This is an optimization exercise on Yosys and OpenROAD, whose aim is small area, not a production implementation. Function was checked by simulation only, so behaviour that the tests miss may differ from the original.

// fft
module fft(clk,rst,fir_data,fir_valid,fft_data,fft_valid,freq,fft_fin);
==> flow/config.mk <==
export PLATFORM = sky130hd
export DESIGN_NAME = fft
export DESIGN_NICKNAME = fft
export VERILOG_FILES = /design/flow/design.v
export SDC_FILE = /design/flow/constraint.sdc
export NUM_CORES = 4
export LEC_CHECK = 0
export ABC_AREA = 1
export CAP_MARGIN = 20
export CORE_MARGIN = 2
export CORE_UTILIZATION = 70
export CTS_BUF_LIST = sky130_fd_sc_hd__clkbuf_8
export CTS_CLUSTER_DIAMETER = 50
export CTS_CLUSTER_SIZE = 16
export GPL_TIMING_DRIVEN = 0
export PLACE_DENSITY = 0.8
export SLEW_MARGIN = 20
export SYNTH_HIERARCHICAL = 1
export SYNTH_MINIMUM_KEEP_SIZE = 0
==> flow/constraint.sdc <==
create_clock -name core_clock -period 12.0 [get_ports {clk}]
set_input_delay 2.4000 -clock core_clock [delete_from_list [all_inputs] [get_ports {clk}]]
set_output_delay 2.4000 -clock core_clock [all_outputs]
set_load 0.01 [all_outputs]
run.sh (not shown) runs the stock make flow with config.mk's settings and CLKGATE_MAP_FILE= SYNTH_SCRIPT=/design/flow/synth_recipe.tcl, a recipe that flattens the netlist after the stock synthesis.
Then changed:
CORE_UTILIZATION = 78   (was 70)
GPL_TIMING_DRIVEN = unset   (was 0)
PLACE_DENSITY = 0.86   (was 0.8)
After rerunning:
- worst setup slack improves by 120 ps
- global-route usage rose by 2.8 points
- sequential share of layout area went up by 0.66 points
- cell count shrinks by 4.6%
- fmax rose by 1.0%
- routed wire length goes down by 5.0%
- count of clock-buffer cells in the layout shrinks by 2
Then changed:
==> flow/flow/run.sh (new file) <==
#!/bin/bash
# The standard layout (standard.sh, unchanged synthesis and steps), with the
# port buffers that global placement adds made of the smallest buffer cell.
export BUFFER_PORTS_ARGS="-buffer_cell sky130_fd_sc_hd__buf_2"
bash standard.sh > standard.log 2>&1
==> flow/standard.sh (new file) <==
#!/bin/bash
# synth_recipe.tcl (not shown) runs the flow's synth.tcl, then flattens the netlist and writes it again
# the make line also repeats each setting of config.mk as NAME=value (left out here)
make -C /OpenROAD-flow-scripts/flow DESIGN_CONFIG=/design/flow/config.mk WORK_HOME=/design/flow/orfs CLKGATE_MAP_FILE= SYNTH_SCRIPT=/design/flow/synth_recipe.tcl "${@:-finish}"
removed: flow/run.sh
What happened: The new run completed without violations; core utilization came out lower by 0.94 points; global-route usage falls by 2.9 points; area after synthesis stays the same; wire length fell by 5.2%; sequential share of layout area goes up by 0.39 points; cell area came out lower by 1.1%.
Then changed:
==> flow/run.sh (new file) <==
#!/bin/bash
# synth_recipe.tcl (not shown) runs the flow's synth.tcl, then flattens the netlist and writes it again
# the make line also repeats each setting of config.mk as NAME=value (left out here)
make -C /OpenROAD-flow-scripts/flow DESIGN_CONFIG=/design/flow/config.mk WORK_HOME=/design/flow/orfs CLKGATE_MAP_FILE= SYNTH_SCRIPT=/design/flow/synth_recipe.tcl finish
CORE_UTILIZATION = 70   (was 78)
PLACE_DENSITY = 0.8   (was 0.86)
removed: flow/flow/run.sh
removed: flow/standard.sh
What happened: Routed wire length shrinks by 2.5%; worst setup slack gains 140 ps; critical path depth grows by 3; via count drops by 3.3%; synthesized cell count is unchanged; global-route usage drops by 4.3 points; area after synthesis does not change.

## purple
Another version of the RTL of fft (not shown whole).
For scale: ~2,900 cells after synthesis, about 590 flip-flops, about 57 I/O pins, ~33,000 um2 of cells after synthesis.
make LEC_CHECK=0 CAP_MARGIN=0 CORE_MARGIN=2 CORE_UTILIZATION=65 CTS_BUF_LIST=sky130_fd_sc_hd__clkbuf_8 CTS_CLUSTER_DIAMETER=50 CTS_CLUSTER_SIZE=16 PLACE_DENSITY=0.75 SLEW_MARGIN=0 SYNTH_HIERARCHICAL=1 SYNTH_MINIMUM_KEEP_SIZE=0 finish   # period 12.0 ns
Stock flow here: none of the scripts above is used.
### purple -> green
- a change of SLEW_MARGIN from 0 to 20
- a change of CAP_MARGIN from 0 to 20
==> run summary <==
In terms of peak per-stage delay on the critical path, purple and green differ only marginally.
The higher final worst-path setup slack of green and purple is in purple.
Of green and purple, purple shows the lower final critical path time including I/O delays and setup, with green above it.
green falls short of purple in final worst hold slack.
green vs purple — total via count after detailed routing climbed slightly
Between purple and green, the detailed-placement wirelength estimate does not differ in any meaningful way.

old:
Another version of the RTL of fft (not shown whole).
Size in the first run: roughly 590 flip-flops, about 33,000 um^2 of cells after synthesis.
==> flow/config.mk <==
export PLATFORM = sky130hd
export DESIGN_NAME = fft
export DESIGN_NICKNAME = fft
export VERILOG_FILES = /design/flow/design.v
export SDC_FILE = /design/flow/constraint.sdc
export NUM_CORES = 4
export LEC_CHECK = 0
export ABC_AREA = 1
export CAP_MARGIN = 20
export CORE_MARGIN = 2
export CORE_UTILIZATION = 65
export CTS_BUF_LIST = sky130_fd_sc_hd__clkbuf_8
export CTS_CLUSTER_DIAMETER = 50
export CTS_CLUSTER_SIZE = 16
export PLACE_DENSITY = 0.75
export SLEW_MARGIN = 20
export SYNTH_HIERARCHICAL = 1
export SYNTH_MINIMUM_KEEP_SIZE = 0
==> flow/constraint.sdc <==
create_clock -name core_clock -period 12.0 [get_ports {clk}]
set_input_delay 2.4000 -clock core_clock [delete_from_list [all_inputs] [get_ports {clk}]]
set_output_delay 2.4000 -clock core_clock [all_outputs]
set_load 0.01 [all_outputs]
old | stages: all done | timing, DRC, antenna: all pass
Here is what was changed in the inputs of new compared with old.
diff --git a/flow/config.mk b/flow/config.mk
--- a/flow/config.mk
+++ b/flow/config.mk
@@ -9,9 +9,9 @@
 export CAP_MARGIN = 20
 export CORE_MARGIN = 2
-export CORE_UTILIZATION = 65
+export CORE_UTILIZATION = 80
 export CTS_BUF_LIST = sky130_fd_sc_hd__clkbuf_8
 export CTS_CLUSTER_DIAMETER = 50
 export CTS_CLUSTER_SIZE = 16
-export PLACE_DENSITY = 0.75
+export PLACE_DENSITY = 0.88
 export SLEW_MARGIN = 20
 export SYNTH_HIERARCHICAL = 1
- new: flow completed, timing, DRC and antenna clean
- Summary of new over old: share of the clock period used by the worst path after layout decreased by 0.21 points relative to the old numbers; sequential share of layout area increased by 0.34 points relative to the old numbers; wire length on met1 decreased by 4.5% relative to the old numbers; routed wire length increased by 6.0% relative to the old numbers; share of cells above drive strength 1 decreased by 0.84 points relative to the old numbers.
- Critical path's slowest cell: sky130_fd_sc_hd__clkdlybuf4s50_1 -> old, sky130_fd_sc_hd__fa_1 -> new
- Global-route usage over all layers: new vs old up 8.7 points
- Core utilization: new higher than old
- In the tables for old and new, initial antenna violation count reads lower with new.

==> static timing again, ports no longer ideal <==
How much do the figures lean on ideal ports? The routed layouts below were timed once more, with nothing changed but the port constraints. Step 1 assumes that a clkbuf_16 drives the clock port and a buf_2 every other input. Step 2, shift: input delay + t, output delay - t, t = (earliest + latest rising clock arrival at the registers) / 2. This alone moves slack from input paths to output paths. Three values: ideal ports, drivers, drivers and shift; two values: the first two.
run | shift t [ns] | slack for setup (ns) | worst setup path at the end
the first run of note 1 | 0.722 | 0.104 / 0.048 / 0.180 | register to register
the second run of note 1 | 0.722 | 0.226 / 0.174 / 0.659 | register to register
the third run of note 1 | 0.722 | 0.154 / 0.098 / 0.694 | register to register
the fourth run of note 1 | 0.726 | 0.295 / 0.240 / 0.838 | register to register
purple | 0.715 | 0.277 / 0.220 / 0.466 | register to register
green | 0.717 | 0.259 / 0.200 / 0.511 | register to register
old | 0.724 | 0.210 / 0.153 / 0.564 | register to register
new | 0.715 | 0.236 / 0.187 / 0.389 | register to register
After both steps every run listed still meets setup and hold.
